Source: an optimization exercise on an open RTL-to-GDS flow (aim: a short achievable clock period). Production flows keep margins and buffers that such runs may drop.
No functional check of the RTL was part of any run shown here.
In every run shown here, the design's own scripts or RTL, not TritonCTS, make the clock network.
The clock input has no modelled driver; a real chip could not lean on it and would need a root buffer or a full tree.
Power is estimated from default activity; no workload was simulated.

**design/flow/flow/run.sh**
```bash
#!/bin/bash
# Standard ORFS flow (the standard.sh) with:
#  - the standard flow's synthesis script wrapped so that ABC uses flow/abc_speed.script, and no
#    full-adder cell extraction;
#  - input port buffers resized and a hand-built two-level clock tree
#    (flow/pre_cts.tcl, flow/manual_cts.tcl) in place of TritonCTS;
#  - repair_timing aiming well below the 8 ns constraint.
W=$(pwd)
export MY_FLOW_DIR=$W/flow
export MY_ABC_SCRIPT=$W/flow/abc_speed.script
export FLOW_SYNTH_TCL=$W/synth_recipe.tcl
export MCTS_NROOT=4
export MCTS_NLEAF=2
bash standard.sh SYNTH_SCRIPT=$W/flow/my_synth.tcl ADDER_MAP_FILE= ABC_CLOCK_PERIOD_IN_PS=1000 \
  PRE_CTS_TCL=$W/flow/pre_cts.tcl POST_CTS_TCL=$W/flow/post_cts.tcl SETUP_SLACK_MARGIN=5.7 finish > flow_make.log 2>&1
```
**design/flow/flow/abc_speed.script**
```
strash
&get -n
&st
&if -g -K 6
&syn2
&if -g -K 6
&put
dch
map {D}
buffer
upsize {D}
dnsize {D}
stime -p
```
**design/flow/flow/manual_cts.tcl**
```tcl
proc mcts_split {items key} {
  set s [lsort -real -index $key $items]
  set h [expr {[llength $s] / 2}]
  return [list [lrange $s 0 [expr {$h - 1}]] [lrange $s $h end]]
}
proc mcts_groups {items n} {
  set groups [list $items]
  set key 1
  while {[llength $groups] < $n} {
    set ng {}
    foreach g $groups { lappend ng {*}[mcts_split $g $key] }
    set groups $ng
    set key [expr {$key == 1 ? 2 : 1}]
  }
  return $groups
}
proc mcts_center {g} {
  set sx 0; set sy 0
  foreach e $g { set sx [expr {$sx + [lindex $e 1]}]; set sy [expr {$sy + [lindex $e 2]}] }
  return [list [expr {int($sx / [llength $g])}] [expr {int($sy / [llength $g])}]]
}
proc mcts_buffer {block master name innet g} {
  lassign [mcts_center $g] cx cy
  set inst [odb::dbInst_create $block $master $name]
  set net [odb::dbNet_create $block "${name}_net"]
  $net setSigType CLOCK
  [$inst findITerm A] connect $innet
  [$inst findITerm X] connect $net
  foreach e $g { set it [lindex $e 0]; $it disconnect; $it connect $net }
  $inst setLocation $cx $cy
  $inst setPlacementStatus PLACED
  return [list [$inst findITerm A] $cx $cy]
}
proc manual_cts {args} {
  set nroot [expr {[info exists ::env(MCTS_NROOT)] ? $::env(MCTS_NROOT) : 4}]
  set nleaf [expr {[info exists ::env(MCTS_NLEAF)] ? $::env(MCTS_NLEAF) : 1}]
  set block [ord::get_db_block]
  set master [[ord::get_db] findMaster sky130_fd_sc_hd__clkbuf_16]
  set clknet [[$block findBTerm CLK] getNet]
  set items {}
  foreach it [$clknet getITerms] {
    set b [[$it getInst] getBBox]
    lappend items [list $it [expr {([$b xMin] + [$b xMax]) / 2}] [expr {([$b yMin] + [$b yMax]) / 2}]]
  }
  puts "manual_cts: [llength $items] sinks, $nroot root buffers, $nleaf leaf buffers each"
  set r 0
  foreach g [mcts_groups $items $nroot] {
    if {$nleaf > 1} {
      # leaf buffers first, on the clock port's net; then the root buffer takes them over
      set leaves {}
      set l 0
      foreach lg [mcts_groups $g $nleaf] {
        lappend leaves [mcts_buffer $block $master "clkbuf_m_${r}_$l" $clknet $lg]
        puts "manual_cts: leaf $r.$l drives [llength $lg] sinks"
        incr l
      }
      mcts_buffer $block $master "clkbuf_m_$r" $clknet $leaves
    } else {
      mcts_buffer $block $master "clkbuf_m_$r" $clknet $g
      puts "manual_cts: root $r drives [llength $g] sinks"
    }
    incr r
  }
}
```
**design/flow/flow/my_synth.tcl**
```tcl
# The standard flow's synthesis script (synth_recipe.tcl), with Yosys's abc pass given our own ABC
# script: SOP balancing before a delay-driven standard-cell map.
proc abc {args} {
  set i [lsearch -exact $args -script]
  if {$i >= 0} { lset args [expr {$i + 1}] $::env(MY_ABC_SCRIPT) }
  yosys abc {*}$args
}
source $::env(FLOW_SYNTH_TCL)
```
**design/flow/flow/post_cts.tcl**
```tcl
# End of ORFS's CTS step: size up the weakest logic cells (drive 0, low-power inverters)
# left by repair_timing, run one more round of timing repair, and legalize again.
foreach inst [get_cells *] {
  set m [get_property $inst ref_name]
  if {[regexp {^sky130_fd_sc_hd__([a-z0-9]+)_0$} $m -> base]} {
    catch { replace_cell $inst sky130_fd_sc_hd__${base}_1 }
  } elseif {[regexp {^sky130_fd_sc_hd__clkinvlp_([0-9]+)$} $m -> n]} {
    catch { replace_cell $inst sky130_fd_sc_hd__inv_$n }
  }
}
estimate_parasitics -placement
repair_timing_helper
detailed_placement
check_placement -verbose
```
**design/flow/flow/pre_cts.tcl**
```tcl
# Start of ORFS's CTS step.
# 1. Input port buffers: a buf_8 on every input port (the standard flow's rule: every port keeps a
#    buffer); the ports fan out widely and the placement-time buffers are small.
foreach inst [get_cells input*] {
  set m [get_property $inst ref_name]
  if {[string match "sky130_fd_sc_hd__*buf*" $m]} {
    replace_cell $inst sky130_fd_sc_hd__buf_8
  }
}
# 2. Replace TritonCTS by the clock tree of manual_cts.tcl; the rest of the step
#    (legalization, timing repair) runs unchanged.
source $::env(MY_FLOW_DIR)/manual_cts.tcl
rename clock_tree_synthesis tritoncts_clock_tree_synthesis
proc clock_tree_synthesis {args} { manual_cts }
```
**design/flow/standard.sh**
```bash
#!/bin/bash
# synth_recipe.tcl (not shown) runs the flow's synth.tcl, then flattens the netlist and writes it again
# the make line also repeats each setting of config.mk as NAME=value (left out here)
make -C /OpenROAD-flow-scripts/flow DESIGN_CONFIG=/design/flow/config.mk WORK_HOME=/design/flow/orfs CLKGATE_MAP_FILE= SYNTH_SCRIPT=/design/flow/synth_recipe.tcl "${@:-finish}"
```
**design/flow/config.mk**
```make
export PLATFORM = sky130hd
export DESIGN_NAME = alu
export DESIGN_NICKNAME = alu
export VERILOG_FILES = /design/flow/design.v
export SDC_FILE = /design/flow/constraint.sdc
export NUM_CORES = 4
export LEC_CHECK = 0
export CAP_MARGIN = 20
export CORE_MARGIN = 2
export CORE_UTILIZATION = 40
export SLEW_MARGIN = 20
```
**design/flow/constraint.sdc**
```tcl
create_clock -name core_clock -period 8.0 [get_ports {CLK}]
set_input_delay 1.6000 -clock core_clock [delete_from_list [all_inputs] [get_ports {CLK}]]
set_output_delay 1.6000 -clock core_clock [all_outputs]
set_load 0.01 [all_outputs]
```
**design/flow/design.v**
```verilog
module alu(OPA, OPB, CIN, INP_VALID, CLK, RST, CMD, CE, MODE, COUT, OFLOW, RES, G, E, L, ERR);
    input [7:0] OPA, OPB;
    input CLK, RST, CE, MODE, CIN;
    input [1:0] INP_VALID;
    input [3:0] CMD;
    output reg [15:0] RES;
    output reg COUT, OFLOW, G, E, L, ERR;
    wire vab = INP_VALID[0] & INP_VALID[1];
    wire va = INP_VALID[0];
    wire vb = INP_VALID[1];
    wire am = CE & MODE;
    wire lm = CE & ~MODE;
    wire d_add = am & vab & (CMD == 4'd0);
    wire d_sub = am & vab & (CMD == 4'd1);
    wire d_addc = am & vab & (CMD == 4'd2);
    wire d_subc = am & vab & (CMD == 4'd3);
    wire d_inca = am & va & (CMD == 4'd4);
    wire d_deca = am & va & (CMD == 4'd5);
    wire d_incb = am & vb & (CMD == 4'd6);
    wire d_decb = am & vb & (CMD == 4'd7);
    wire d_cmp = am & vab & (CMD == 4'd8);
    wire d_sadd = am & vab & (CMD == 4'd11);
    wire d_ssub = am & vab & (CMD == 4'd12);
    wire d_and = lm & vab & (CMD == 4'd0);
    wire d_nand = lm & vab & (CMD == 4'd1);
    wire d_or = lm & vab & (CMD == 4'd2);
    wire d_nor = lm & vab & (CMD == 4'd3);
    wire d_xor = lm & vab & (CMD == 4'd4);
    wire d_xnor = lm & vab & (CMD == 4'd5);
    wire d_nota = lm & va & (CMD == 4'd6);
    wire d_notb = lm & vb & (CMD == 4'd7);
    wire d_shra = lm & va & (CMD == 4'd8);
    wire d_shla = lm & va & (CMD == 4'd9);
    wire d_shrb = lm & vb & (CMD == 4'd10);
    wire d_shlb = lm & vb & (CMD == 4'd11);
    wire d_rol = lm & vab & (CMD == 4'd12);
    wire d_ror = lm & vab & (CMD == 4'd13);
    wire mul_en = am & vab & (CMD[3:2] == 2'b10) & (CMD[1] ^ CMD[0]);
    wire [9:0] y = {2'b00, OPB};
    wire [9:0] xa = {2'b00, OPA};
    wire b0i_y0 = 1'b1, b0i_y1 = y[0], b0i_y2 = y[1];
    wire one0i = b0i_y1 ^ b0i_y0;
    wire e0i = b0i_y2 ^ b0i_y1;
    wire [8:0] row0i_d = {9{b0i_y2}} ^ (one0i ? xa[8:0] : ({9{e0i}} & {xa[7:0], 1'b1}));
    wire b0s_y0 = 1'b0, b0s_y1 = y[0], b0s_y2 = y[1];
    wire one0s = b0s_y1 ^ b0s_y0;
    wire e0s = b0s_y2 ^ b0s_y1;
    wire [8:0] row0s_d = {9{b0s_y2}} ^ (one0s ? xa[8:0] : ({9{e0s}} & {xa[7:0], 1'b0}));
    wire cor0i_d = ~y[1] | y[0];
    wire cor0s_d = y[1];
    wire b1_y0 = y[1], b1_y1 = y[2], b1_y2 = y[3];
    wire one1 = b1_y1 ^ b1_y0;               
    wire e1 = b1_y2 ^ b1_y1;                 
    wire [8:1] row1_d = {8{b1_y2}} ^ (one1 ? xa[8:1] : ({8{e1}} & xa[7:0]));
    wire row1i0_d = b1_y2 ^ (one1 ? xa[0] : e1);
    wire row1s0_d = b1_y2 ^ (one1 & xa[0]);
    wire cor1i_d = (~b1_y2 & (b1_y1 | b1_y0)) | (b1_y2 & b1_y1 & b1_y0);
    wire cor1s_d = b1_y2;
    wire b2_y0 = y[3], b2_y1 = y[4], b2_y2 = y[5];
    wire one2 = b2_y1 ^ b2_y0;               
    wire e2 = b2_y2 ^ b2_y1;                 
    wire [8:1] row2_d = {8{b2_y2}} ^ (one2 ? xa[8:1] : ({8{e2}} & xa[7:0]));
    wire row2i0_d = b2_y2 ^ (one2 ? xa[0] : e2);
    wire row2s0_d = b2_y2 ^ (one2 & xa[0]);
    wire cor2i_d = (~b2_y2 & (b2_y1 | b2_y0)) | (b2_y2 & b2_y1 & b2_y0);
    wire cor2s_d = b2_y2;
    wire b3_y0 = y[5], b3_y1 = y[6], b3_y2 = y[7];
    wire one3 = b3_y1 ^ b3_y0;               
    wire e3 = b3_y2 ^ b3_y1;                 
    wire [8:1] row3_d = {8{b3_y2}} ^ (one3 ? xa[8:1] : ({8{e3}} & xa[7:0]));
    wire row3i0_d = b3_y2 ^ (one3 ? xa[0] : e3);
    wire row3s0_d = b3_y2 ^ (one3 & xa[0]);
    wire cor3i_d = (~b3_y2 & (b3_y1 | b3_y0)) | (b3_y2 & b3_y1 & b3_y0);
    wire cor3s_d = b3_y2;
    wire b4_y0 = y[7], b4_y1 = y[8], b4_y2 = y[9];
    wire one4 = b4_y1 ^ b4_y0;               
    wire e4 = b4_y2 ^ b4_y1;                 
    wire [7:1] row4_d = {7{b4_y2}} ^ (one4 ? xa[7:1] : ({7{e4}} & xa[6:0]));
    wire row4i0_d = b4_y2 ^ (one4 ? xa[0] : e4);
    wire row4s0_d = b4_y2 ^ (one4 & xa[0]);
    wire cor4i_d = (~b4_y2 & (b4_y1 | b4_y0)) | (b4_y2 & b4_y1 & b4_y0);
    wire cor4s_d = b4_y2;
    wire [15:0] rol_d = {OPA, OPA} << OPB[1:0];    
    wire [15:0] ror_d = {OPA, OPA} >> OPB[1:0];
    wire cu_d = CIN & ~CMD[3] & CMD[1] & ~CMD[0];       
    wire cv_d = ~(CIN & ~CMD[3] & CMD[1] & CMD[0]);    
    reg [8:0] row0i_q, row0s_q;
    reg cor0i_q, cor0s_q;
    reg [8:1] row1_q, row1n_q;    
    reg row1i0_q, row1s0_q, cor1i_q, cor1s_q;
    reg [8:1] row2_q, row2n_q;    
    reg row2i0_q, row2s0_q, cor2i_q, cor2s_q;
    reg [8:1] row3_q, row3n_q;    
    reg row3i0_q, row3s0_q, cor3i_q, cor3s_q;
    reg [7:1] row4_q, row4n_q;    
    reg row4i0_q, row4s0_q, cor4i_q, cor4s_q;
    reg [3:0] nsgn_q;        
    reg m_inc_q, m_sft_q;
    reg [7:0] a_q, b_q;
    reg [7:0] rol_q, ror_q;    
    reg err1_q;                
    reg [7:0] ug_q, up_q, vg_q, vp_q;
    reg ug0c_q, vg0c_q;
    reg cu_q, cv_q, bmax_cin_q, za_q, zb_q;
    reg q_add;
    reg q_sub;
    reg q_addc;
    reg q_subc;
    reg q_inca;
    reg q_deca;
    reg q_incb;
    reg q_decb;
    reg q_cmp;
    reg q_sadd;
    reg q_ssub;
    reg q_and;
    reg q_nand;
    reg q_or;
    reg q_nor;
    reg q_xor;
    reg q_xnor;
    reg q_nota;
    reg q_notb;
    reg q_shra;
    reg q_shla;
    reg q_shrb;
    reg q_shlb;
    reg q_rol;
    reg q_ror;
    always @(posedge CLK) begin
        row0i_q <= row0i_d; row0s_q <= row0s_d;
        cor0i_q <= cor0i_d; cor0s_q <= cor0s_d;
        row1_q <= row1_d;
        row1n_q <= ~row1_d;
        row1i0_q <= row1i0_d; row1s0_q <= row1s0_d;
        cor1i_q <= cor1i_d; cor1s_q <= cor1s_d;
        row2_q <= row2_d;
        row2n_q <= ~row2_d;
        row2i0_q <= row2i0_d; row2s0_q <= row2s0_d;
        cor2i_q <= cor2i_d; cor2s_q <= cor2s_d;
        row3_q <= row3_d;
        row3n_q <= ~row3_d;
        row3i0_q <= row3i0_d; row3s0_q <= row3s0_d;
        cor3i_q <= cor3i_d; cor3s_q <= cor3s_d;
        row4_q <= row4_d;
        row4n_q <= ~row4_d;
        row4i0_q <= row4i0_d; row4s0_q <= row4s0_d;
        cor4i_q <= cor4i_d; cor4s_q <= cor4s_d;
        nsgn_q <= ~{OPB[7], OPB[5], OPB[3], OPB[1]};
        m_inc_q <= mul_en & CMD[0];
        m_sft_q <= mul_en & ~CMD[0];
        a_q <= OPA;
        rol_q <= rol_d[15:8];
        ror_q <= ror_d[7:0];
        err1_q <= (d_rol | d_ror) & (|OPB[7:3]);
        ug_q <= OPA & OPB;
        up_q <= OPA ^ OPB;
        vg_q <= OPA & ~OPB;
        vp_q <= ~(OPA ^ OPB);
        ug0c_q <= (OPA[0] & OPB[0]) | ((OPA[0] ^ OPB[0]) & cu_d);
        vg0c_q <= (OPA[0] & ~OPB[0]) | (~(OPA[0] ^ OPB[0]) & cv_d);
        b_q <= OPB;
        cu_q <= cu_d;
        cv_q <= cv_d;
        bmax_cin_q <= CIN & (&OPB);
        za_q <= (OPA == 8'd0);
        zb_q <= (OPB == 8'd0);
        q_add <= d_add;
        q_sub <= d_sub;
        q_addc <= d_addc;
        q_subc <= d_subc;
        q_inca <= d_inca;
        q_deca <= d_deca;
        q_incb <= d_incb;
        q_decb <= d_decb;
        q_cmp <= d_cmp;
        q_sadd <= d_sadd;
        q_ssub <= d_ssub;
        q_and <= d_and;
        q_nand <= d_nand;
        q_or <= d_or;
        q_nor <= d_nor;
        q_xor <= d_xor;
        q_xnor <= d_xnor;
        q_nota <= d_nota;
        q_notb <= d_notb;
        q_shra <= d_shra;
        q_shla <= d_shla;
        q_shrb <= d_shrb;
        q_shlb <= d_shlb;
        q_rol <= d_rol;
        q_ror <= d_ror;
    end
    wire u_G0_1 = ug_q[1] | (up_q[1] & ug0c_q);
    wire u_G0_2 = ug_q[2] | (up_q[2] & ug_q[1]);
    wire u_P0_2 = up_q[2] & up_q[1];
    wire u_G0_3 = ug_q[3] | (up_q[3] & ug_q[2]);
    wire u_P0_3 = up_q[3] & up_q[2];
    wire u_G0_4 = ug_q[4] | (up_q[4] & ug_q[3]);
    wire u_P0_4 = up_q[4] & up_q[3];
    wire u_G0_5 = ug_q[5] | (up_q[5] & ug_q[4]);
    wire u_P0_5 = up_q[5] & up_q[4];
    wire u_G0_6 = ug_q[6] | (up_q[6] & ug_q[5]);
    wire u_P0_6 = up_q[6] & up_q[5];
    wire u_G0_7 = ug_q[7] | (up_q[7] & ug_q[6]);
    wire u_P0_7 = up_q[7] & up_q[6];
    wire u_G1_2 = u_G0_2 | (u_P0_2 & ug0c_q);
    wire u_G1_3 = u_G0_3 | (u_P0_3 & u_G0_1);
    wire u_G1_4 = u_G0_4 | (u_P0_4 & u_G0_2);
    wire u_P1_4 = u_P0_4 & u_P0_2;
    wire u_G1_5 = u_G0_5 | (u_P0_5 & u_G0_3);
    wire u_P1_5 = u_P0_5 & u_P0_3;
    wire u_G1_6 = u_G0_6 | (u_P0_6 & u_G0_4);
    wire u_P1_6 = u_P0_6 & u_P0_4;
    wire u_G1_7 = u_G0_7 | (u_P0_7 & u_G0_5);
    wire u_P1_7 = u_P0_7 & u_P0_5;
    wire u_G2_4 = u_G1_4 | (u_P1_4 & ug0c_q);
    wire u_G2_5 = u_G1_5 | (u_P1_5 & u_G0_1);
    wire u_G2_6 = u_G1_6 | (u_P1_6 & u_G1_2);
    wire u_G2_7 = u_G1_7 | (u_P1_7 & u_G1_3);
    wire v_G0_1 = vg_q[1] | (vp_q[1] & vg0c_q);
    wire v_G0_2 = vg_q[2] | (vp_q[2] & vg_q[1]);
    wire v_P0_2 = vp_q[2] & vp_q[1];
    wire v_G0_3 = vg_q[3] | (vp_q[3] & vg_q[2]);
    wire v_P0_3 = vp_q[3] & vp_q[2];
    wire v_G0_4 = vg_q[4] | (vp_q[4] & vg_q[3]);
    wire v_P0_4 = vp_q[4] & vp_q[3];
    wire v_G0_5 = vg_q[5] | (vp_q[5] & vg_q[4]);
    wire v_P0_5 = vp_q[5] & vp_q[4];
    wire v_G0_6 = vg_q[6] | (vp_q[6] & vg_q[5]);
    wire v_P0_6 = vp_q[6] & vp_q[5];
    wire v_G0_7 = vg_q[7] | (vp_q[7] & vg_q[6]);
    wire v_P0_7 = vp_q[7] & vp_q[6];
    wire v_G1_2 = v_G0_2 | (v_P0_2 & vg0c_q);
    wire v_G1_3 = v_G0_3 | (v_P0_3 & v_G0_1);
    wire v_G1_4 = v_G0_4 | (v_P0_4 & v_G0_2);
    wire v_P1_4 = v_P0_4 & v_P0_2;
    wire v_G1_5 = v_G0_5 | (v_P0_5 & v_G0_3);
    wire v_P1_5 = v_P0_5 & v_P0_3;
    wire v_G1_6 = v_G0_6 | (v_P0_6 & v_G0_4);
    wire v_P1_6 = v_P0_6 & v_P0_4;
    wire v_G1_7 = v_G0_7 | (v_P0_7 & v_G0_5);
    wire v_P1_7 = v_P0_7 & v_P0_5;
    wire v_G2_4 = v_G1_4 | (v_P1_4 & vg0c_q);
    wire v_G2_5 = v_G1_5 | (v_P1_5 & v_G0_1);
    wire v_G2_6 = v_G1_6 | (v_P1_6 & v_G1_2);
    wire v_G2_7 = v_G1_7 | (v_P1_7 & v_G1_3);
    wire [7:0] su = {(up_q[7] ^ u_G2_6), (up_q[6] ^ u_G2_5), (up_q[5] ^ u_G2_4), (up_q[4] ^ u_G1_3), (up_q[3] ^ u_G1_2), (up_q[2] ^ u_G0_1), (up_q[1] ^ ug0c_q), (up_q[0] ^ cu_q)};
    wire cu8 = u_G2_7;
    wire [7:0] sv = {(vp_q[7] ^ v_G2_6), (vp_q[6] ^ v_G2_5), (vp_q[5] ^ v_G2_4), (vp_q[4] ^ v_G1_3), (vp_q[3] ^ v_G1_2), (vp_q[2] ^ v_G0_1), (vp_q[1] ^ vg0c_q), (vp_q[0] ^ cv_q)};
    wire cv8 = v_G2_7;
    wire [7:0] ia = a_q + 8'd1;
    wire [7:0] da = a_q - 8'd1;
    wire [7:0] ib = b_q + 8'd1;
    wire [7:0] db = b_q - 8'd1;
    wire s8a = up_q[7] ^ cu8;      
    wire s8s = vp_q[7] ^ cv8;      
    wire eq = &vp_q;
    wire zsa = ~(|su) & ~s8a;
    wire zss = ~(|sv) & ~s8s;
    wire berr = |b_q[7:3];
    wire [7:0] rol8 = b_q[2] ? {rol_q[3:0], rol_q[7:4]} : rol_q;
    wire [7:0] ror8 = b_q[2] ? {ror_q[3:0], ror_q[7:4]} : ror_q;
    wire [7:0] lo8 =
          ({8{q_add | q_addc | q_sadd}} & su)
        | ({8{q_sub | q_subc | q_ssub}} & sv)
        | ({8{q_inca}} & ia) | ({8{q_deca}} & da) | ({8{q_incb}} & ib) | ({8{q_decb}} & db)
        | ({8{q_and}} & (a_q & b_q)) | ({8{q_nand}} & ~(a_q & b_q))
        | ({8{q_or}} & (a_q | b_q)) | ({8{q_nor}} & ~(a_q | b_q))
        | ({8{q_xor}} & (a_q ^ b_q)) | ({8{q_xnor}} & ~(a_q ^ b_q))
        | ({8{q_nota}} & ~a_q) | ({8{q_notb}} & ~b_q)
        | ({8{q_shra}} & {1'b0, a_q[7:1]}) | ({8{q_shla}} & {a_q[6:0], 1'b0})
        | ({8{q_shrb}} & {1'b0, b_q[7:1]}) | ({8{q_shlb}} & {b_q[6:0], 1'b0})
        | ({8{q_rol & ~berr}} & rol8) | ({8{q_ror & ~berr}} & ror8);
    wire hi = (q_sadd & s8a) | (q_ssub & s8s);
    wire [15:0] other = {{8{hi}}, lo8};
    wire cout_d = ((q_add | q_addc) & cu8) | (q_sadd & s8a) | (q_ssub & s8s);
    wire oflow_d = (q_sub & ~cv8) | (q_subc & ~cv8 & ~bmax_cin_q)
        | (q_deca & za_q) | (q_decb & zb_q)
        | (q_sadd & ~up_q[7] & (su[7] ^ ug_q[7]))      
        | (q_ssub & ~vp_q[7] & (sv[7] ^ vg_q[7]));     
    wire g_d = (q_cmp & cv8 & ~eq) | (q_sadd & ~s8a & ~zsa) | (q_ssub & ~s8s & ~zss);
    wire e_d = (q_cmp & eq) | (q_sadd & zsa) | (q_ssub & zss);
    wire l_d = (q_cmp & ~cv8) | (q_sadd & s8a) | (q_ssub & s8s);
    wire err_d = err1_q;
    wire t0s = row0i_q[6] ^ row1_q[4];
    wire t0c = row0i_q[6] & row1_q[4];
    wire t1s = row0i_q[7] ^ row1_q[5];
    wire t1c = row0i_q[7] & row1_q[5];
    wire t2s = row0i_q[8] ^ row1_q[6] ^ row2_q[4];
    wire t2c = (row0i_q[8] & row1_q[6]) | (row0i_q[8] & row2_q[4]) | (row1_q[6] & row2_q[4]);
    wire t3s = row3_q[2] ^ row4i0_q;
    wire t3c = row3_q[2] & row4i0_q;
    wire t4s = row1_q[7] ^ row2_q[5] ^ row3_q[3];
    wire t4c = (row1_q[7] & row2_q[5]) | (row1_q[7] & row3_q[3]) | (row2_q[5] & row3_q[3]);
    wire t5s = row4_q[1] ^ ~nsgn_q[0];
    wire t5c = row4_q[1] & ~nsgn_q[0];
    wire t6s = row1_q[8] ^ row2_q[6] ^ row3_q[4];
    wire t6c = (row1_q[8] & row2_q[6]) | (row1_q[8] & row3_q[4]) | (row2_q[6] & row3_q[4]);
    wire t7s = row4_q[2] ^ ~nsgn_q[0];
    wire t7c = row4_q[2] & ~nsgn_q[0];
    wire t8s = row2_q[7] ^ row3_q[5] ^ row4_q[3];
    wire t8c = (row2_q[7] & row3_q[5]) | (row2_q[7] & row4_q[3]) | (row3_q[5] & row4_q[3]);
    wire t9s = nsgn_q[1] ^ nsgn_q[0];
    wire t9c = nsgn_q[1] & nsgn_q[0];
    wire t10s = row2_q[8] ^ row3_q[6] ^ row4_q[4];
    wire t10c = (row2_q[8] & row3_q[6]) | (row2_q[8] & row4_q[4]) | (row3_q[6] & row4_q[4]);
    wire t11s = row0i_q[4] ^ row1_q[2];
    wire t11c = row0i_q[4] & row1_q[2];
    wire t12s = row0i_q[5] ^ row1_q[3];
    wire t12c = row0i_q[5] & row1_q[3];
    wire t13s = t0s ^ row2_q[2] ^ row3i0_q;
    wire t13c = (t0s & row2_q[2]) | (t0s & row3i0_q) | (row2_q[2] & row3i0_q);
    wire t14s = t0c ^ t1s ^ row2_q[3];
    wire t14c = (t0c & t1s) | (t0c & row2_q[3]) | (t1s & row2_q[3]);
    wire t15s = t1c ^ t2s ^ t3s;
    wire t15c = (t1c & t2s) | (t1c & t3s) | (t2s & t3s);
    wire t16s = t2c ^ t3c ^ t4s;
    wire t16c = (t2c & t3c) | (t2c & t4s) | (t3c & t4s);
    wire t17s = t4c ^ t5c ^ t6s;
    wire t17c = (t4c & t5c) | (t4c & t6s) | (t5c & t6s);
    wire t18s = t6c ^ t7c ^ t8s;
    wire t18c = (t6c & t7c) | (t6c & t8s) | (t7c & t8s);
    wire t19s = t8c ^ t9c ^ t10s;
    wire t19c = (t8c & t9c) | (t8c & t10s) | (t9c & t10s);
    wire t20s = t10c ^ row3_q[7] ^ row4_q[5];
    wire t20c = (t10c & row3_q[7]) | (t10c & row4_q[5]) | (row3_q[7] & row4_q[5]);
    wire t21s = row3_q[8] ^ row4_q[6];
    wire t21c = row3_q[8] & row4_q[6];
    wire t22s = row0i_q[2] ^ row1i0_q;
    wire t22c = row0i_q[2] & row1i0_q;
    wire t23s = row0i_q[3] ^ row1_q[1];
    wire t23c = row0i_q[3] & row1_q[1];
    wire t24s = t11s ^ row2i0_q ^ cor2i_q;
    wire t24c = (t11s & row2i0_q) | (t11s & cor2i_q) | (row2i0_q & cor2i_q);
    wire t25s = t11c ^ t12s ^ row2_q[1];
    wire t25c = (t11c & t12s) | (t11c & row2_q[1]) | (t12s & row2_q[1]);
    wire t26s = t12c ^ t13s ^ cor3i_q;
    wire t26c = (t12c & t13s) | (t12c & cor3i_q) | (t13s & cor3i_q);
    wire t27s = t13c ^ t14s ^ row3_q[1];
    wire t27c = (t13c & t14s) | (t13c & row3_q[1]) | (t14s & row3_q[1]);
    wire t28s = t14c ^ t15s ^ cor4i_q;
    wire t28c = (t14c & t15s) | (t14c & cor4i_q) | (t15s & cor4i_q);
    wire t29s = t15c ^ t16s ^ t5s;
    wire t29c = (t15c & t16s) | (t15c & t5s) | (t16s & t5s);
    wire t30s = t16c ^ t17s ^ t7s;
    wire t30c = (t16c & t17s) | (t16c & t7s) | (t17s & t7s);
    wire t31s = t17c ^ t18s ^ t9s;
    wire t31c = (t17c & t18s) | (t17c & t9s) | (t18s & t9s);
    wire t32s = t18c ^ t19s ^ 1'b1;
    wire t32c = (t18c & t19s) | (t18c & 1'b1) | (t19s & 1'b1);
    wire t33s = t19c ^ t20s ^ nsgn_q[2];
    wire t33c = (t19c & t20s) | (t19c & nsgn_q[2]) | (t20s & nsgn_q[2]);
    wire t34s = t20c ^ t21s ^ 1'b1;
    wire t34c = (t20c & t21s) | (t20c & 1'b1) | (t21s & 1'b1);
    wire t35s = t21c ^ row4_q[7] ^ nsgn_q[3];
    wire t35c = (t21c & row4_q[7]) | (t21c & nsgn_q[3]) | (row4_q[7] & nsgn_q[3]);
    wire fi_g0 = row0i_q[0] & cor0i_q & m_inc_q;
    wire fi_p0 = (row0i_q[0] ^ cor0i_q) & m_inc_q;
    wire fi_g1 = row0i_q[1] & 1'b0 & m_inc_q;
    wire fi_p1 = (row0i_q[1] ^ 1'b0) & m_inc_q;
    wire fi_g2 = t22s & cor1i_q & m_inc_q;
    wire fi_p2 = (t22s ^ cor1i_q) & m_inc_q;
    wire fi_g3 = t22c & t23s & m_inc_q;
    wire fi_p3 = (t22c ^ t23s) & m_inc_q;
    wire fi_g4 = t23c & t24s & m_inc_q;
    wire fi_p4 = (t23c ^ t24s) & m_inc_q;
    wire fi_g5 = t24c & t25s & m_inc_q;
    wire fi_p5 = (t24c ^ t25s) & m_inc_q;
    wire fi_g6 = t25c & t26s & m_inc_q;
    wire fi_p6 = (t25c ^ t26s) & m_inc_q;
    wire fi_g7 = t26c & t27s & m_inc_q;
    wire fi_p7 = (t26c ^ t27s) & m_inc_q;
    wire fi_g8 = t27c & t28s & m_inc_q;
    wire fi_p8 = (t27c ^ t28s) & m_inc_q;
    wire fi_g9 = t28c & t29s & m_inc_q;
    wire fi_p9 = (t28c ^ t29s) & m_inc_q;
    wire fi_g10 = t29c & t30s & m_inc_q;
    wire fi_p10 = (t29c ^ t30s) & m_inc_q;
    wire fi_g11 = t30c & t31s & m_inc_q;
    wire fi_p11 = (t30c ^ t31s) & m_inc_q;
    wire fi_g12 = t31c & t32s & m_inc_q;
    wire fi_p12 = (t31c ^ t32s) & m_inc_q;
    wire fi_g13 = t32c & t33s & m_inc_q;
    wire fi_p13 = (t32c ^ t33s) & m_inc_q;
    wire fi_g14 = t33c & t34s & m_inc_q;
    wire fi_p14 = (t33c ^ t34s) & m_inc_q;
    wire fi_g15 = t34c & t35s & m_inc_q;
    wire fi_p15 = (t34c ^ t35s) & m_inc_q;
    wire fi_G0_1 = fi_g1 | (fi_p1 & fi_g0);
    wire fi_G0_2 = fi_g2 | (fi_p2 & fi_g1);
    wire fi_P0_2 = fi_p2 & fi_p1;
    wire fi_G0_3 = fi_g3 | (fi_p3 & fi_g2);
    wire fi_P0_3 = fi_p3 & fi_p2;
    wire fi_G0_4 = fi_g4 | (fi_p4 & fi_g3);
    wire fi_P0_4 = fi_p4 & fi_p3;
    wire fi_G0_5 = fi_g5 | (fi_p5 & fi_g4);
    wire fi_P0_5 = fi_p5 & fi_p4;
    wire fi_G0_6 = fi_g6 | (fi_p6 & fi_g5);
    wire fi_P0_6 = fi_p6 & fi_p5;
    wire fi_G0_7 = fi_g7 | (fi_p7 & fi_g6);
    wire fi_P0_7 = fi_p7 & fi_p6;
    wire fi_G0_8 = fi_g8 | (fi_p8 & fi_g7);
    wire fi_P0_8 = fi_p8 & fi_p7;
    wire fi_G0_9 = fi_g9 | (fi_p9 & fi_g8);
    wire fi_P0_9 = fi_p9 & fi_p8;
    wire fi_G0_10 = fi_g10 | (fi_p10 & fi_g9);
    wire fi_P0_10 = fi_p10 & fi_p9;
    wire fi_G0_11 = fi_g11 | (fi_p11 & fi_g10);
    wire fi_P0_11 = fi_p11 & fi_p10;
    wire fi_G0_12 = fi_g12 | (fi_p12 & fi_g11);
    wire fi_P0_12 = fi_p12 & fi_p11;
    wire fi_G0_13 = fi_g13 | (fi_p13 & fi_g12);
    wire fi_P0_13 = fi_p13 & fi_p12;
    wire fi_G0_14 = fi_g14 | (fi_p14 & fi_g13);
    wire fi_P0_14 = fi_p14 & fi_p13;
    wire fi_G0_15 = fi_g15 | (fi_p15 & fi_g14);
    wire fi_P0_15 = fi_p15 & fi_p14;
    wire fi_G1_2 = fi_G0_2 | (fi_P0_2 & fi_g0);
    wire fi_G1_3 = fi_G0_3 | (fi_P0_3 & fi_G0_1);
    wire fi_G1_4 = fi_G0_4 | (fi_P0_4 & fi_G0_2);
    wire fi_P1_4 = fi_P0_4 & fi_P0_2;
    wire fi_G1_5 = fi_G0_5 | (fi_P0_5 & fi_G0_3);
    wire fi_P1_5 = fi_P0_5 & fi_P0_3;
    wire fi_G1_6 = fi_G0_6 | (fi_P0_6 & fi_G0_4);
    wire fi_P1_6 = fi_P0_6 & fi_P0_4;
    wire fi_G1_7 = fi_G0_7 | (fi_P0_7 & fi_G0_5);
    wire fi_P1_7 = fi_P0_7 & fi_P0_5;
    wire fi_G1_8 = fi_G0_8 | (fi_P0_8 & fi_G0_6);
    wire fi_P1_8 = fi_P0_8 & fi_P0_6;
    wire fi_G1_9 = fi_G0_9 | (fi_P0_9 & fi_G0_7);
    wire fi_P1_9 = fi_P0_9 & fi_P0_7;
    wire fi_G1_10 = fi_G0_10 | (fi_P0_10 & fi_G0_8);
    wire fi_P1_10 = fi_P0_10 & fi_P0_8;
    wire fi_G1_11 = fi_G0_11 | (fi_P0_11 & fi_G0_9);
    wire fi_P1_11 = fi_P0_11 & fi_P0_9;
    wire fi_G1_12 = fi_G0_12 | (fi_P0_12 & fi_G0_10);
    wire fi_P1_12 = fi_P0_12 & fi_P0_10;
    wire fi_G1_13 = fi_G0_13 | (fi_P0_13 & fi_G0_11);
    wire fi_P1_13 = fi_P0_13 & fi_P0_11;
    wire fi_G1_14 = fi_G0_14 | (fi_P0_14 & fi_G0_12);
    wire fi_P1_14 = fi_P0_14 & fi_P0_12;
    wire fi_G1_15 = fi_G0_15 | (fi_P0_15 & fi_G0_13);
    wire fi_P1_15 = fi_P0_15 & fi_P0_13;
    wire fi_G2_4 = fi_G1_4 | (fi_P1_4 & fi_g0);
    wire fi_G2_5 = fi_G1_5 | (fi_P1_5 & fi_G0_1);
    wire fi_G2_6 = fi_G1_6 | (fi_P1_6 & fi_G1_2);
    wire fi_G2_7 = fi_G1_7 | (fi_P1_7 & fi_G1_3);
    wire fi_G2_8 = fi_G1_8 | (fi_P1_8 & fi_G1_4);
    wire fi_P2_8 = fi_P1_8 & fi_P1_4;
    wire fi_G2_9 = fi_G1_9 | (fi_P1_9 & fi_G1_5);
    wire fi_P2_9 = fi_P1_9 & fi_P1_5;
    wire fi_G2_10 = fi_G1_10 | (fi_P1_10 & fi_G1_6);
    wire fi_P2_10 = fi_P1_10 & fi_P1_6;
    wire fi_G2_11 = fi_G1_11 | (fi_P1_11 & fi_G1_7);
    wire fi_P2_11 = fi_P1_11 & fi_P1_7;
    wire fi_G2_12 = fi_G1_12 | (fi_P1_12 & fi_G1_8);
    wire fi_P2_12 = fi_P1_12 & fi_P1_8;
    wire fi_G2_13 = fi_G1_13 | (fi_P1_13 & fi_G1_9);
    wire fi_P2_13 = fi_P1_13 & fi_P1_9;
    wire fi_G2_14 = fi_G1_14 | (fi_P1_14 & fi_G1_10);
    wire fi_P2_14 = fi_P1_14 & fi_P1_10;
    wire fi_G2_15 = fi_G1_15 | (fi_P1_15 & fi_G1_11);
    wire fi_P2_15 = fi_P1_15 & fi_P1_11;
    wire fi_G3_8 = fi_G2_8 | (fi_P2_8 & fi_g0);
    wire fi_G3_9 = fi_G2_9 | (fi_P2_9 & fi_G0_1);
    wire fi_G3_10 = fi_G2_10 | (fi_P2_10 & fi_G1_2);
    wire fi_G3_11 = fi_G2_11 | (fi_P2_11 & fi_G1_3);
    wire fi_G3_12 = fi_G2_12 | (fi_P2_12 & fi_G2_4);
    wire fi_G3_13 = fi_G2_13 | (fi_P2_13 & fi_G2_5);
    wire fi_G3_14 = fi_G2_14 | (fi_P2_14 & fi_G2_6);
    wire fi_G3_15 = fi_G2_15 | (fi_P2_15 & fi_G2_7);
    wire t36s = row0s_q[6] ^ ~row1n_q[4];
    wire t36c = row0s_q[6] & ~row1n_q[4];
    wire t37s = row0s_q[7] ^ ~row1n_q[5];
    wire t37c = row0s_q[7] & ~row1n_q[5];
    wire t38s = row0s_q[8] ^ ~row1n_q[6] ^ ~row2n_q[4];
    wire t38c = (row0s_q[8] & ~row1n_q[6]) | (row0s_q[8] & ~row2n_q[4]) | (~row1n_q[6] & ~row2n_q[4]);
    wire t39s = ~row3n_q[2] ^ row4s0_q;
    wire t39c = ~row3n_q[2] & row4s0_q;
    wire t40s = ~row1n_q[7] ^ ~row2n_q[5] ^ ~row3n_q[3];
    wire t40c = (~row1n_q[7] & ~row2n_q[5]) | (~row1n_q[7] & ~row3n_q[3]) | (~row2n_q[5] & ~row3n_q[3]);
    wire t41s = ~row4n_q[1] ^ ~nsgn_q[0];
    wire t41c = ~row4n_q[1] & ~nsgn_q[0];
    wire t42s = ~row1n_q[8] ^ ~row2n_q[6] ^ ~row3n_q[4];
    wire t42c = (~row1n_q[8] & ~row2n_q[6]) | (~row1n_q[8] & ~row3n_q[4]) | (~row2n_q[6] & ~row3n_q[4]);
    wire t43s = ~row4n_q[2] ^ ~nsgn_q[0];
    wire t43c = ~row4n_q[2] & ~nsgn_q[0];
    wire t44s = ~row2n_q[7] ^ ~row3n_q[5] ^ ~row4n_q[3];
    wire t44c = (~row2n_q[7] & ~row3n_q[5]) | (~row2n_q[7] & ~row4n_q[3]) | (~row3n_q[5] & ~row4n_q[3]);
    wire t45s = nsgn_q[1] ^ nsgn_q[0];
    wire t45c = nsgn_q[1] & nsgn_q[0];
    wire t46s = ~row2n_q[8] ^ ~row3n_q[6] ^ ~row4n_q[4];
    wire t46c = (~row2n_q[8] & ~row3n_q[6]) | (~row2n_q[8] & ~row4n_q[4]) | (~row3n_q[6] & ~row4n_q[4]);
    wire t47s = row0s_q[4] ^ ~row1n_q[2];
    wire t47c = row0s_q[4] & ~row1n_q[2];
    wire t48s = row0s_q[5] ^ ~row1n_q[3];
    wire t48c = row0s_q[5] & ~row1n_q[3];
    wire t49s = t36s ^ ~row2n_q[2] ^ row3s0_q;
    wire t49c = (t36s & ~row2n_q[2]) | (t36s & row3s0_q) | (~row2n_q[2] & row3s0_q);
    wire t50s = t36c ^ t37s ^ ~row2n_q[3];
    wire t50c = (t36c & t37s) | (t36c & ~row2n_q[3]) | (t37s & ~row2n_q[3]);
    wire t51s = t37c ^ t38s ^ t39s;
    wire t51c = (t37c & t38s) | (t37c & t39s) | (t38s & t39s);
    wire t52s = t38c ^ t39c ^ t40s;
    wire t52c = (t38c & t39c) | (t38c & t40s) | (t39c & t40s);
    wire t53s = t40c ^ t41c ^ t42s;
    wire t53c = (t40c & t41c) | (t40c & t42s) | (t41c & t42s);
    wire t54s = t42c ^ t43c ^ t44s;
    wire t54c = (t42c & t43c) | (t42c & t44s) | (t43c & t44s);
    wire t55s = t44c ^ t45c ^ t46s;
    wire t55c = (t44c & t45c) | (t44c & t46s) | (t45c & t46s);
    wire t56s = t46c ^ ~row3n_q[7] ^ ~row4n_q[5];
    wire t56c = (t46c & ~row3n_q[7]) | (t46c & ~row4n_q[5]) | (~row3n_q[7] & ~row4n_q[5]);
    wire t57s = ~row3n_q[8] ^ ~row4n_q[6];
    wire t57c = ~row3n_q[8] & ~row4n_q[6];
    wire t58s = row0s_q[2] ^ row1s0_q;
    wire t58c = row0s_q[2] & row1s0_q;
    wire t59s = row0s_q[3] ^ ~row1n_q[1];
    wire t59c = row0s_q[3] & ~row1n_q[1];
    wire t60s = t47s ^ row2s0_q ^ cor2s_q;
    wire t60c = (t47s & row2s0_q) | (t47s & cor2s_q) | (row2s0_q & cor2s_q);
    wire t61s = t47c ^ t48s ^ ~row2n_q[1];
    wire t61c = (t47c & t48s) | (t47c & ~row2n_q[1]) | (t48s & ~row2n_q[1]);
    wire t62s = t48c ^ t49s ^ cor3s_q;
    wire t62c = (t48c & t49s) | (t48c & cor3s_q) | (t49s & cor3s_q);
    wire t63s = t49c ^ t50s ^ ~row3n_q[1];
    wire t63c = (t49c & t50s) | (t49c & ~row3n_q[1]) | (t50s & ~row3n_q[1]);
    wire t64s = t50c ^ t51s ^ cor4s_q;
    wire t64c = (t50c & t51s) | (t50c & cor4s_q) | (t51s & cor4s_q);
    wire t65s = t51c ^ t52s ^ t41s;
    wire t65c = (t51c & t52s) | (t51c & t41s) | (t52s & t41s);
    wire t66s = t52c ^ t53s ^ t43s;
    wire t66c = (t52c & t53s) | (t52c & t43s) | (t53s & t43s);
    wire t67s = t53c ^ t54s ^ t45s;
    wire t67c = (t53c & t54s) | (t53c & t45s) | (t54s & t45s);
    wire t68s = t54c ^ t55s ^ 1'b1;
    wire t68c = (t54c & t55s) | (t54c & 1'b1) | (t55s & 1'b1);
    wire t69s = t55c ^ t56s ^ nsgn_q[2];
    wire t69c = (t55c & t56s) | (t55c & nsgn_q[2]) | (t56s & nsgn_q[2]);
    wire t70s = t56c ^ t57s ^ 1'b1;
    wire t70c = (t56c & t57s) | (t56c & 1'b1) | (t57s & 1'b1);
    wire fs_g0 = 1'b0 & 1'b0 & m_sft_q;
    wire fs_p0 = (1'b0 ^ 1'b0) & m_sft_q;
    wire fs_g1 = row0s_q[0] & cor0s_q & m_sft_q;
    wire fs_p1 = (row0s_q[0] ^ cor0s_q) & m_sft_q;
    wire fs_g2 = row0s_q[1] & 1'b0 & m_sft_q;
    wire fs_p2 = (row0s_q[1] ^ 1'b0) & m_sft_q;
    wire fs_g3 = t58s & cor1s_q & m_sft_q;
    wire fs_p3 = (t58s ^ cor1s_q) & m_sft_q;
    wire fs_g4 = t58c & t59s & m_sft_q;
    wire fs_p4 = (t58c ^ t59s) & m_sft_q;
    wire fs_g5 = t59c & t60s & m_sft_q;
    wire fs_p5 = (t59c ^ t60s) & m_sft_q;
    wire fs_g6 = t60c & t61s & m_sft_q;
    wire fs_p6 = (t60c ^ t61s) & m_sft_q;
    wire fs_g7 = t61c & t62s & m_sft_q;
    wire fs_p7 = (t61c ^ t62s) & m_sft_q;
    wire fs_g8 = t62c & t63s & m_sft_q;
    wire fs_p8 = (t62c ^ t63s) & m_sft_q;
    wire fs_g9 = t63c & t64s & m_sft_q;
    wire fs_p9 = (t63c ^ t64s) & m_sft_q;
    wire fs_g10 = t64c & t65s & m_sft_q;
    wire fs_p10 = (t64c ^ t65s) & m_sft_q;
    wire fs_g11 = t65c & t66s & m_sft_q;
    wire fs_p11 = (t65c ^ t66s) & m_sft_q;
    wire fs_g12 = t66c & t67s & m_sft_q;
    wire fs_p12 = (t66c ^ t67s) & m_sft_q;
    wire fs_g13 = t67c & t68s & m_sft_q;
    wire fs_p13 = (t67c ^ t68s) & m_sft_q;
    wire fs_g14 = t68c & t69s & m_sft_q;
    wire fs_p14 = (t68c ^ t69s) & m_sft_q;
    wire fs_g15 = t69c & t70s & m_sft_q;
    wire fs_p15 = (t69c ^ t70s) & m_sft_q;
    wire fs_G0_1 = fs_g1 | (fs_p1 & fs_g0);
    wire fs_G0_2 = fs_g2 | (fs_p2 & fs_g1);
    wire fs_P0_2 = fs_p2 & fs_p1;
    wire fs_G0_3 = fs_g3 | (fs_p3 & fs_g2);
    wire fs_P0_3 = fs_p3 & fs_p2;
    wire fs_G0_4 = fs_g4 | (fs_p4 & fs_g3);
    wire fs_P0_4 = fs_p4 & fs_p3;
    wire fs_G0_5 = fs_g5 | (fs_p5 & fs_g4);
    wire fs_P0_5 = fs_p5 & fs_p4;
    wire fs_G0_6 = fs_g6 | (fs_p6 & fs_g5);
    wire fs_P0_6 = fs_p6 & fs_p5;
    wire fs_G0_7 = fs_g7 | (fs_p7 & fs_g6);
    wire fs_P0_7 = fs_p7 & fs_p6;
    wire fs_G0_8 = fs_g8 | (fs_p8 & fs_g7);
    wire fs_P0_8 = fs_p8 & fs_p7;
    wire fs_G0_9 = fs_g9 | (fs_p9 & fs_g8);
    wire fs_P0_9 = fs_p9 & fs_p8;
    wire fs_G0_10 = fs_g10 | (fs_p10 & fs_g9);
    wire fs_P0_10 = fs_p10 & fs_p9;
    wire fs_G0_11 = fs_g11 | (fs_p11 & fs_g10);
    wire fs_P0_11 = fs_p11 & fs_p10;
    wire fs_G0_12 = fs_g12 | (fs_p12 & fs_g11);
    wire fs_P0_12 = fs_p12 & fs_p11;
    wire fs_G0_13 = fs_g13 | (fs_p13 & fs_g12);
    wire fs_P0_13 = fs_p13 & fs_p12;
    wire fs_G0_14 = fs_g14 | (fs_p14 & fs_g13);
    wire fs_P0_14 = fs_p14 & fs_p13;
    wire fs_G0_15 = fs_g15 | (fs_p15 & fs_g14);
    wire fs_P0_15 = fs_p15 & fs_p14;
    wire fs_G1_2 = fs_G0_2 | (fs_P0_2 & fs_g0);
    wire fs_G1_3 = fs_G0_3 | (fs_P0_3 & fs_G0_1);
    wire fs_G1_4 = fs_G0_4 | (fs_P0_4 & fs_G0_2);
    wire fs_P1_4 = fs_P0_4 & fs_P0_2;
    wire fs_G1_5 = fs_G0_5 | (fs_P0_5 & fs_G0_3);
    wire fs_P1_5 = fs_P0_5 & fs_P0_3;
    wire fs_G1_6 = fs_G0_6 | (fs_P0_6 & fs_G0_4);
    wire fs_P1_6 = fs_P0_6 & fs_P0_4;
    wire fs_G1_7 = fs_G0_7 | (fs_P0_7 & fs_G0_5);
    wire fs_P1_7 = fs_P0_7 & fs_P0_5;
    wire fs_G1_8 = fs_G0_8 | (fs_P0_8 & fs_G0_6);
    wire fs_P1_8 = fs_P0_8 & fs_P0_6;
    wire fs_G1_9 = fs_G0_9 | (fs_P0_9 & fs_G0_7);
    wire fs_P1_9 = fs_P0_9 & fs_P0_7;
    wire fs_G1_10 = fs_G0_10 | (fs_P0_10 & fs_G0_8);
    wire fs_P1_10 = fs_P0_10 & fs_P0_8;
    wire fs_G1_11 = fs_G0_11 | (fs_P0_11 & fs_G0_9);
    wire fs_P1_11 = fs_P0_11 & fs_P0_9;
    wire fs_G1_12 = fs_G0_12 | (fs_P0_12 & fs_G0_10);
    wire fs_P1_12 = fs_P0_12 & fs_P0_10;
    wire fs_G1_13 = fs_G0_13 | (fs_P0_13 & fs_G0_11);
    wire fs_P1_13 = fs_P0_13 & fs_P0_11;
    wire fs_G1_14 = fs_G0_14 | (fs_P0_14 & fs_G0_12);
    wire fs_P1_14 = fs_P0_14 & fs_P0_12;
    wire fs_G1_15 = fs_G0_15 | (fs_P0_15 & fs_G0_13);
    wire fs_P1_15 = fs_P0_15 & fs_P0_13;
    wire fs_G2_4 = fs_G1_4 | (fs_P1_4 & fs_g0);
    wire fs_G2_5 = fs_G1_5 | (fs_P1_5 & fs_G0_1);
    wire fs_G2_6 = fs_G1_6 | (fs_P1_6 & fs_G1_2);
    wire fs_G2_7 = fs_G1_7 | (fs_P1_7 & fs_G1_3);
    wire fs_G2_8 = fs_G1_8 | (fs_P1_8 & fs_G1_4);
    wire fs_P2_8 = fs_P1_8 & fs_P1_4;
    wire fs_G2_9 = fs_G1_9 | (fs_P1_9 & fs_G1_5);
    wire fs_P2_9 = fs_P1_9 & fs_P1_5;
    wire fs_G2_10 = fs_G1_10 | (fs_P1_10 & fs_G1_6);
    wire fs_P2_10 = fs_P1_10 & fs_P1_6;
    wire fs_G2_11 = fs_G1_11 | (fs_P1_11 & fs_G1_7);
    wire fs_P2_11 = fs_P1_11 & fs_P1_7;
    wire fs_G2_12 = fs_G1_12 | (fs_P1_12 & fs_G1_8);
    wire fs_P2_12 = fs_P1_12 & fs_P1_8;
    wire fs_G2_13 = fs_G1_13 | (fs_P1_13 & fs_G1_9);
    wire fs_P2_13 = fs_P1_13 & fs_P1_9;
    wire fs_G2_14 = fs_G1_14 | (fs_P1_14 & fs_G1_10);
    wire fs_P2_14 = fs_P1_14 & fs_P1_10;
    wire fs_G2_15 = fs_G1_15 | (fs_P1_15 & fs_G1_11);
    wire fs_P2_15 = fs_P1_15 & fs_P1_11;
    wire fs_G3_8 = fs_G2_8 | (fs_P2_8 & fs_g0);
    wire fs_G3_9 = fs_G2_9 | (fs_P2_9 & fs_G0_1);
    wire fs_G3_10 = fs_G2_10 | (fs_P2_10 & fs_G1_2);
    wire fs_G3_11 = fs_G2_11 | (fs_P2_11 & fs_G1_3);
    wire fs_G3_12 = fs_G2_12 | (fs_P2_12 & fs_G2_4);
    wire fs_G3_13 = fs_G2_13 | (fs_P2_13 & fs_G2_5);
    wire fs_G3_14 = fs_G2_14 | (fs_P2_14 & fs_G2_6);
    wire fs_G3_15 = fs_G2_15 | (fs_P2_15 & fs_G2_7);
    wire [15:0] res_d = {((fi_p15 | fs_p15 | other[15]) ^ (fi_G3_14 | fs_G3_14)), ((fi_p14 | fs_p14 | other[14]) ^ (fi_G3_13 | fs_G3_13)), ((fi_p13 | fs_p13 | other[13]) ^ (fi_G3_12 | fs_G3_12)), ((fi_p12 | fs_p12 | other[12]) ^ (fi_G3_11 | fs_G3_11)), ((fi_p11 | fs_p11 | other[11]) ^ (fi_G3_10 | fs_G3_10)), ((fi_p10 | fs_p10 | other[10]) ^ (fi_G3_9 | fs_G3_9)), ((fi_p9 | fs_p9 | other[9]) ^ (fi_G3_8 | fs_G3_8)), ((fi_p8 | fs_p8 | other[8]) ^ (fi_G2_7 | fs_G2_7)), ((fi_p7 | fs_p7 | other[7]) ^ (fi_G2_6 | fs_G2_6)), ((fi_p6 | fs_p6 | other[6]) ^ (fi_G2_5 | fs_G2_5)), ((fi_p5 | fs_p5 | other[5]) ^ (fi_G2_4 | fs_G2_4)), ((fi_p4 | fs_p4 | other[4]) ^ (fi_G1_3 | fs_G1_3)), ((fi_p3 | fs_p3 | other[3]) ^ (fi_G1_2 | fs_G1_2)), ((fi_p2 | fs_p2 | other[2]) ^ (fi_G0_1 | fs_G0_1)), ((fi_p1 | fs_p1 | other[1]) ^ (fi_g0 | fs_g0)), ((fi_p0 | fs_p0 | other[0]) ^ (1'b0 | 1'b0))};
    always @(posedge CLK or posedge RST) begin
        if (RST) begin
            RES <= 16'd0;
            COUT <= 1'b0; OFLOW <= 1'b0; G <= 1'b0; E <= 1'b0; L <= 1'b0; ERR <= 1'b0;
        end
        else begin
            RES <= res_d;
            COUT <= cout_d; OFLOW <= oflow_d; G <= g_d; E <= e_d; L <= l_d; ERR <= err_d;
        end
    end
endmodule
```
==> results of run 1 <==
-- logic make-up (layout without fill, tap and decap cells) --
| family | after synthesis | after routing | synth area share (%) |
|---|---|---|---|
| buf+inv | 284 | 550 | 7.83 |
| xor+xnor | 30 | 30 | 1.91 |
| flops | 214 | 214 | 31.9 |
| other cells | 0 | 1 | 0 |
| simple gates | 1083 | 1084 | 36.1 |
| compound gates | 473 | 473 | 22.2 |
-- area by class of cell --
class | instances | area share, %
plain buffers | 12 | 1.47
flip-flops and latches | 214 | 22.1
well taps | 448 | 2.75
repair inverters | 4 | 0.233
repair buffers | 294 | 15.3
diodes | 1 | 0.0123
multi-input cells | 1587 | 52.6
inverters | 240 | 5.51
-- power by group through the flow --
stage	clock network [mW]	logic [mW]	registers [mW]
after global routing	0.651	1.34	1.25
after floorplan	0	0.631	1.22
final	0.606	1.24	1.24
after detailed placement	0	0.824	1.25
after global placement	0	0.809	1.25
-- registers in the layout, indices dropped and copies added, names as in the netlist, 4 cells and up --
name / count
a_q: 8
row0s_q: 9
row1_q: 8
row2_q: 8
row1n_q: 8
row4_q: 7
RES: 16
ug_q: 7
row3n_q: 8
up_q: 8
ror_q: 8
b_q: 7
row3_q: 8
nsgn_q: 4
row0i_q: 9
vp_q: 8
row2n_q: 8
vg_q: 7
row4n_q: 6
rol_q: 8
-- final timing paths --
check                               end  slack, ns  cells after the start
worst max-delay path             RES[0]       5.56                      1
worst min-delay path                ERR       0.34                      0
worst max register to register  RES[14]       5.56                     14
worst min register to register      ERR       0.34                      0
max in group asynchronous             L       6.49                      2
min in group asynchronous        RES[6]       1.22                      2
-- layout by cell type, fill, tap and decap left out, types with 14 or more instances in the layout --
| cell type | count |
|---|---|
| nor2_2 | 39 |
| buf_8 | 17 |
| dfxtp_2 | 37 |
| inv_1 | 186 |
| inv_2 | 21 |
| dfxtp_1 | 136 |
| nand3_1 | 164 |
| nor2_1 | 129 |
| nor2_4 | 60 |
| o21ai_1 | 90 |
| dfxtp_4 | 19 |
| clkbuf_2 | 22 |
| nand3_4 | 19 |
| o21ai_2 | 32 |
| buf_12 | 24 |
| xor2_1 | 17 |
| inv_4 | 17 |
| nand2_4 | 14 |
| buf_4 | 153 |
| nand2_2 | 44 |
| buf_6 | 64 |
| a22oi_1 | 14 |
| a21oi_1 | 86 |
| nand2_1 | 374 |
| a21oi_2 | 35 |
| o22ai_1 | 16 |
| dfrtp_1 | 22 |
| nand4_1 | 108 |
| nand3_2 | 44 |
-- worst reg2reg max path, cell delays in order, from the launching register on --
cell,delay [ns]
dfxtp_4,0.42
buf_6,0.14
nand2b_4,0.15
nand4_1,0.12
nand3_2,0.10
o22ai_4,0.21
nand2_2,0.08
nand2_2,0.07
nand4_1,0.21
buf_4,0.22
nand2_4,0.09
nand4_1,0.15
o211ai_1,0.24
o21bai_1,0.12
nand2_1,0.07
-- metrics by stage --
stage	hold slack (ns)	area, um^2
floorplan	0.316	14200
finish	0.338	20400
detailed placement	0.327	15000
global placement	0.322	15000
global route	0.347	20400
-- routing by layer --
metal | vias up | global-route usage, % | routed length, um
li1 | 7839 | - | -
met1 | 7932 | 43.4 | 25500
met2 | 831 | 48.4 | 26000
met3 | 157 | 7.14 | 5830
met4 | 2 | 7.96 | 1940
met5 | - | 0 | 11
==> results.txt, run 1 <==
Worst setup path
By startpoint and endpoint, the worst setup path is classified as flip-flop to output pin. The start point of the critical path is RES[0]. The signal on the critical path passes through clkbuf_2.

The origin of the critical flop-to-flop path is nsgn_q[0]. The top fanout value on the critical path is 1. The delay of the slowest cell on the worst path is 0.40 ns. At the worst endpoint, the arrival time is 0.84 ns.

The type of element capturing the critical path is an output pin. The critical path required time is 6.40 ns. STA classifies the critical path startpoint as a flip-flop. The buffer and inverter count on the worst path is 1. In this design, the largest share of critical-path delay is due to flip-flops. The slowest stage of the critical path belongs to the cell dfrtp_1.

Synthesis
In the post-synthesis netlist, the biggest area contributors are dfxtp_1, nand2_1, nand3_1, inv_1, nor2_1. The sequential share of the synthesized area is 31.9%. Counting instances in the post-synthesis netlist gives the leading cell types as nand2_1, inv_1, nor2_1. In this run, synthesis inferred 0 flip-flops with an integrated enable. The most frequently used cell type in the post-synthesis netlist is nand2_1. Among all flip-flop cells after synthesis, the most frequent one is dfxtp_1. The number of warnings issued by yosys is 1. The post-synthesis instance area is 0.0138 mm^2. The number of distinct standard cells referenced by the synthesized netlist is 76.

The cell taking the most area after synthesis is dfxtp_1. The fraction of synthesis flops using an asynchronous set or reset pin is 10.3%. The number of synthesized register bits is 214. The portion of synthesized cell area occupied by the leading cell type is 27.9%. The synthesized area per cell is 6.61 um^2. The number of nets handed over by synthesis was 2,111. The post-synthesis instance total is 2,084.

Die
The die area is 0.0359 mm^2. The number of core rows is 67. The initial utilization of the core area, before any placement, comes to 40.9%. The die is 190 um wide. The core outline area is 0.0337 mm^2. The floorplan step set the die height to 190 um. The boundary pin count is 49.

Pwr
The design internal power is 1.89 mW. Summed over all cells, the static leakage comes to 8.77 nW. The total power divided by cell area is 152 mW/mm^2. Across the VDD grid, the largest voltage drop is 0.000133 V. In this run the power spent charging and discharging nets is 1.20 mW. Total power for the finished layout comes to 3.09 mW. The switching power as a share of total power is 38.8%. The share of power burned in combinational logic is 40.2%. The clock network power share is 19.6%. The sequential cell fraction of total power is 40.2%.

Timing
The post-route fraction of the period consumed by the critical path is 30.5%. The max-slew violation total from the final report is 0. The worst clock skew is 0.0301 ns. The worst slew slack as a fraction of its limit is 66.1%. Setup repair after global routing could not meet its margin everywhere.

At the pin with the least slew margin, the transition time is 0.503 ns. The time the worst path needs with I/O delays and setup is 2.44 ns. The number of failing hold endpoints at the final stage is 0.

The number of endpoints failing setup at the final stage is 0. The final-layout setup total negative slack is 0 ns. The smallest setup slack after layout is 5.56 ns. The fmax is 410 MHz.

Detailed routing
In this run the remaining antenna-violating nets after routing total 0. Summed over all layers, the routed wires come to 59.3 mm. The average via count per standard cell is 5.99. The DRC violation count after routing is 0. The first routing iteration left 1,897 violations. After detailed routing, the average wire length per cell comes to 21.2 um.

The pre-antenna-repair detailed-routing pass consisted of 6 iterations. Detailed routing inserted a total of 16,761 vias.

Final layout
Excluding fillers, the count of instances in the completed layout stands at 2,800. At the end of the flow the core is filled with cells to 60.5%. The area occupied by multi-input gates is 0.0107 mm^2. The sequential cells in the finished layout cover a total of 0.00451 mm^2. The filler cells instantiated in the layout total 2,867. The fraction of layout instances using a drive strength above 1 is 36.1%. The area growth from synthesis to final layout is 47.9%. The final layout contains 2,380 nets.

Hold path
In this run the worst hold path is classified as flip-flop to flip-flop. The startpoint identified for the worst hold timing path is err1_q.

Placed design
Routability-driven placement finished with a final weighted congestion of 0.970. The count of buffers added on input and output ports is 48. The placed wire-length estimate is 39.3 mm. Once placement completed, the tool counted placed cells totaling 2,544. At the placement stage, the worst setup path has a slack of 3.86 ns.

Clock tree
The worst-skew pair later-pin latency is 0.32 ns. The clock transition time at the flip-flop clock pins of the worst setup and hold paths is 0.12 ns.

Status
The flow ran to the end and the layout has no timing, DRC or antenna violations.

Global routing
The total global-route track usage is 31.1%. The first global-routing pass estimated 87.7 mm of wire. Entering global routing, the biggest net connects 30 pins. The number of global-route vias before repair is 15,391. The total global routing overflow is 0. The initial antenna violation count came to 2.

Job
The tool flagged a number of max-cap violations equal to 0.
==> run 2: changes to the inputs <==
--- a/design/flow/flow/run.sh
+++ b/design/flow/flow/run.sh
@@ -5,4 +5,6 @@
 #  - input port buffers resized and a hand-built two-level clock tree
 #    (flow/pre_cts.tcl, flow/manual_cts.tcl) in place of TritonCTS;
+#  - after CTS, drive-0 and low-power cells sized up and one more timing repair
+#    (flow/post_cts.tcl);
 #  - repair_timing aiming well below the 8 ns constraint.
 W=$(pwd)
@@ -13,3 +15,3 @@
 export MCTS_NLEAF=2
 bash standard.sh SYNTH_SCRIPT=$W/flow/my_synth.tcl ADDER_MAP_FILE= ABC_CLOCK_PERIOD_IN_PS=1000 \
-  PRE_CTS_TCL=$W/flow/pre_cts.tcl POST_CTS_TCL=$W/flow/post_cts.tcl SETUP_SLACK_MARGIN=5.7 finish > flow_make.log 2>&1
+  PRE_CTS_TCL=$W/flow/pre_cts.tcl POST_CTS_TCL=$W/flow/post_cts.tcl SETUP_SLACK_MARGIN=5.65 finish > flow_make.log 2>&1
==> results.txt, run 2 <==
Die
The floorplan step defined a die boundary enclosing 0.0359 mm^2. The chip width is 190 um. For this configuration, the core starts out at a cell density of 40.9%. The core outline area is 0.0337 mm^2. During I/O placement, the number of pins put on the boundary was 49. The number of core rows is 67. Measured along the y axis, the die boundary spans 190 um.

Synthesis
The most frequently used cell type in the post-synthesis netlist is nand2_1. The synthesized area per cell is 6.61 um^2. The count of flip-flops with a built-in enable after synthesis is 0.

For this run, the number of Yosys warnings is 1. The net count after synthesis is 2,111. Counting flops and latches in the post-synthesis netlist gives 214. The portion of synthesized cell area occupied by the leading cell type is 27.9%. In the synthesized netlist the async set-or-reset flop fraction comes to 10.3%. The most used flip-flop cell after synthesis is dfxtp_1.

The synthesized netlist occupies a cell area of 0.0138 mm^2. The sequential share of the synthesized area is 31.9%. Sorting the synthesized cells by area gives the leading types as dfxtp_1, nand2_1, nand3_1, inv_1, nor2_1. The number of distinct standard cells referenced by the synthesized netlist is 76. By count the netlist is led by nand2_1, inv_1, nor2_1. Synthesis handed over a netlist of 2,084 instances. The cell taking the most area after synthesis is dfxtp_1.

Detailed routing
The first detailed-routing pass ran for 6 iterations. Using the TritonRoute via totals, the vias-per-cell ratio works out to 6.12. The count of nets left with antenna violations once routing finished came out at 0. The initial DRC count is 2,004.

After detailed routing, the number of remaining DRC violations is 0. The routed wire length is 61.2 mm. The total vias in the final route is 17,081. After detailed routing, the average wire length per cell comes to 21.9 um.

Worst setup path
The critical path is of the primary input to flip-flop type. The type of element capturing the critical path is a flip-flop. Of all nets on the critical path, the largest fanout is 4. The worst setup path is launched from a primary input. The critical path arrival is 2.66 ns. The critical path required time is 8.21 ns.

Final layout
The register with the most flip-flops in the layout has 16 of them. The final instance count without filler cells is 2,792. The final net count is 2,373.

In the layout the commonest cells are nand2_1, inv_1, nand3_1, dfxtp_1. The number of antenna diodes in the final layout is 0. The area growth from synthesis to layout is 45.2%.

Counting the fill cells in the layout gives 2,913. In the final layout, the registers with the most flip-flops are RES (16), row0i_q (9), row0s_q (9). The most frequent standard cell in the layout excluding fill and tap cells is nand2_1. The post-route netlist has 32.8% of its cells at a drive strength greater than 1. The area occupied by multi-input gates is 0.0103 mm^2. Summing all flip-flop and latch instances after layout gives 0.00448 mm^2. The final design instance area without fill is 0.0200 mm^2. The register bank with the most flops is RES.

Timing
The number of failing hold endpoints at the final stage is 0. The smallest setup slack after layout is 5.55 ns. The time the worst path needs with I/O delays and setup is 2.45 ns. The worst clock skew is 0.0288 ns. Setup repair after global routing could not meet its margin everywhere. Based on the critical path, the design can be clocked at up to 408 MHz. The worst slew slack as a fraction of its limit is 61.0%.

The slew of the pin with the lowest slew margin is 0.583 ns. The max-slew violation total from the final report is 0. The post-route fraction of the period consumed by the critical path is 30.6%. The final-layout setup total negative slack is 0 ns. Setup violations remaining at the end of the flow were counted as 0.

Placed design
In this run the tool buffered the top-level ports with 48 buffer cells. OpenSTA, run right after detailed placement, puts the worst setup slack at 3.85 ns. Summing all placed instances gives a cell area of 0.0149 mm^2. The post-placement cell count is 2,545. The placer congestion estimate is 0.971.

Once detailed placement completed, the half-perimeter wirelength came to 38.9 mm.

Clock tree
The clock transition time at the flip-flop clock pins of the worst setup and hold paths is 0.11 ns. The worst-skew pair later-pin latency is 0.32 ns.

Global routing
The initial antenna violation count is 1. The number of global-route vias before repair is 15,846. Global routing used 32.0% of the available tracks across all layers. The total global routing overflow is 0.

The first global-routing pass estimated 90.1 mm of wire. The pin count of the biggest net entering global routing is 30.

Job
The number of max-cap violations is 0.

Pwr
IR analysis of the VDD net gives a maximum drop of 0.000161 V. In this run the static leakage power is 8.72 nW. Total power for the finished layout comes to 3.04 mW. Dividing total power by cell area gives a power density of 152 mW/mm^2.

Hold path
The kind of path behind the tightest hold check is flip-flop to flip-flop.

Status
The run finished with no timing, DRC or antenna violations.
## run 2: metrics by stage
stage               hold WS, ns  util, %
finish                    0.335     59.4
global route              0.340     59.4
detailed placement        0.322     44.3
global placement          0.321     44.2
floorplan                 0.316        -
## run 2: path summary, 6_finish.rpt
check | from | to | slack (ns) | cells past startpoint
min in group asynchronous | RST | RES[0] | 1.30 | 2
max in group asynchronous | RST | RES[12] | 6.23 | 3
worst min register to register | err1_q | ERR | 0.34 | 0
worst max register to register | row1n_q[7] | RES[13] | 5.59 | 13
worst max-delay path | OPB[3] | row2n_q[1] | 5.55 | 9
worst min-delay path | err1_q | ERR | 0.34 | 0
## run 2: area by class of cell
class / instances / share of cell area [%]
inverter: 240 / 5.41
timing repair buffer: 286 / 15.9
sequential: 214 / 22.4
multi-input combinational: 1586 / 51.7
buffer: 12 / 1.50
timing repair inverter: 6 / 0.288
tap: 448 / 2.80
## run 2: per-layer routing
metal / vias up / wire length [um] / track usage, %
met3: 241 / 6630 / 7.73
met4: 2 / 3010 / 11.5
li1: 7832 / - / -
met5: - / 9 / 0
met1: 8053 / 25300 / 43.8
met2: 953 / 26300 / 49.1
## run 2: logic make-up (layout without fill, tap and decap cells)
logic type / after synthesis / after routing / share of synthesized area [%]
compound gates: 473 / 473 / 22.2
xor+xnor: 30 / 30 / 1.91
buf+inv: 284 / 544 / 7.83
flops: 214 / 214 / 31.9
simple gates: 1083 / 1083 / 36.1
## run 2: power breakdown
| part | total, mW | leakage, nW | switching [mW] | internal, mW |
|---|---|---|---|---|
| sequential | 1.24 | 1.91 | 0.0933 | 1.15 |
| clock | 0.601 | 0.148 | 0.329 | 0.272 |
| combinational | 1.20 | 6.66 | 0.748 | 0.454 |
| total | 3.04 | 8.72 | 1.17 | 1.87 |
## run 2: worst max-delay path, cell delays in order
cell and delay [ns]:
buf_12 0.12, inv_12 0.05, nor2_4 0.05, nor2_4 0.18, inv_4 0.10, nor2_4 0.21, inv_4 0.09, o221ai_4 0.17
inv_1 0.08

-- port drivers added, routing unchanged --
No port has a modelled driver above. Below, the same layouts with a new extraction and two added sets of constraints. Step 1 assumes that a clkbuf_16 drives the clock port and a buf_2 every other input. Step 2, shift: input delay + t, output delay - t, t = (earliest + latest rising clock arrival at the registers) / 2. This alone moves slack from input paths to output paths. Slacks: no drivers / after step 1 / after step 2; pairs: no drivers / after step 1.
| run | shift t [ns] | setup slack, ns |
|---|---|---|
| run 1 | 0.413 | 5.562 / 5.453 / 5.248 |
| run 2 | 0.412 | 5.550 / 5.455 / 5.202 |
After both steps setup and hold are still met in every run listed.
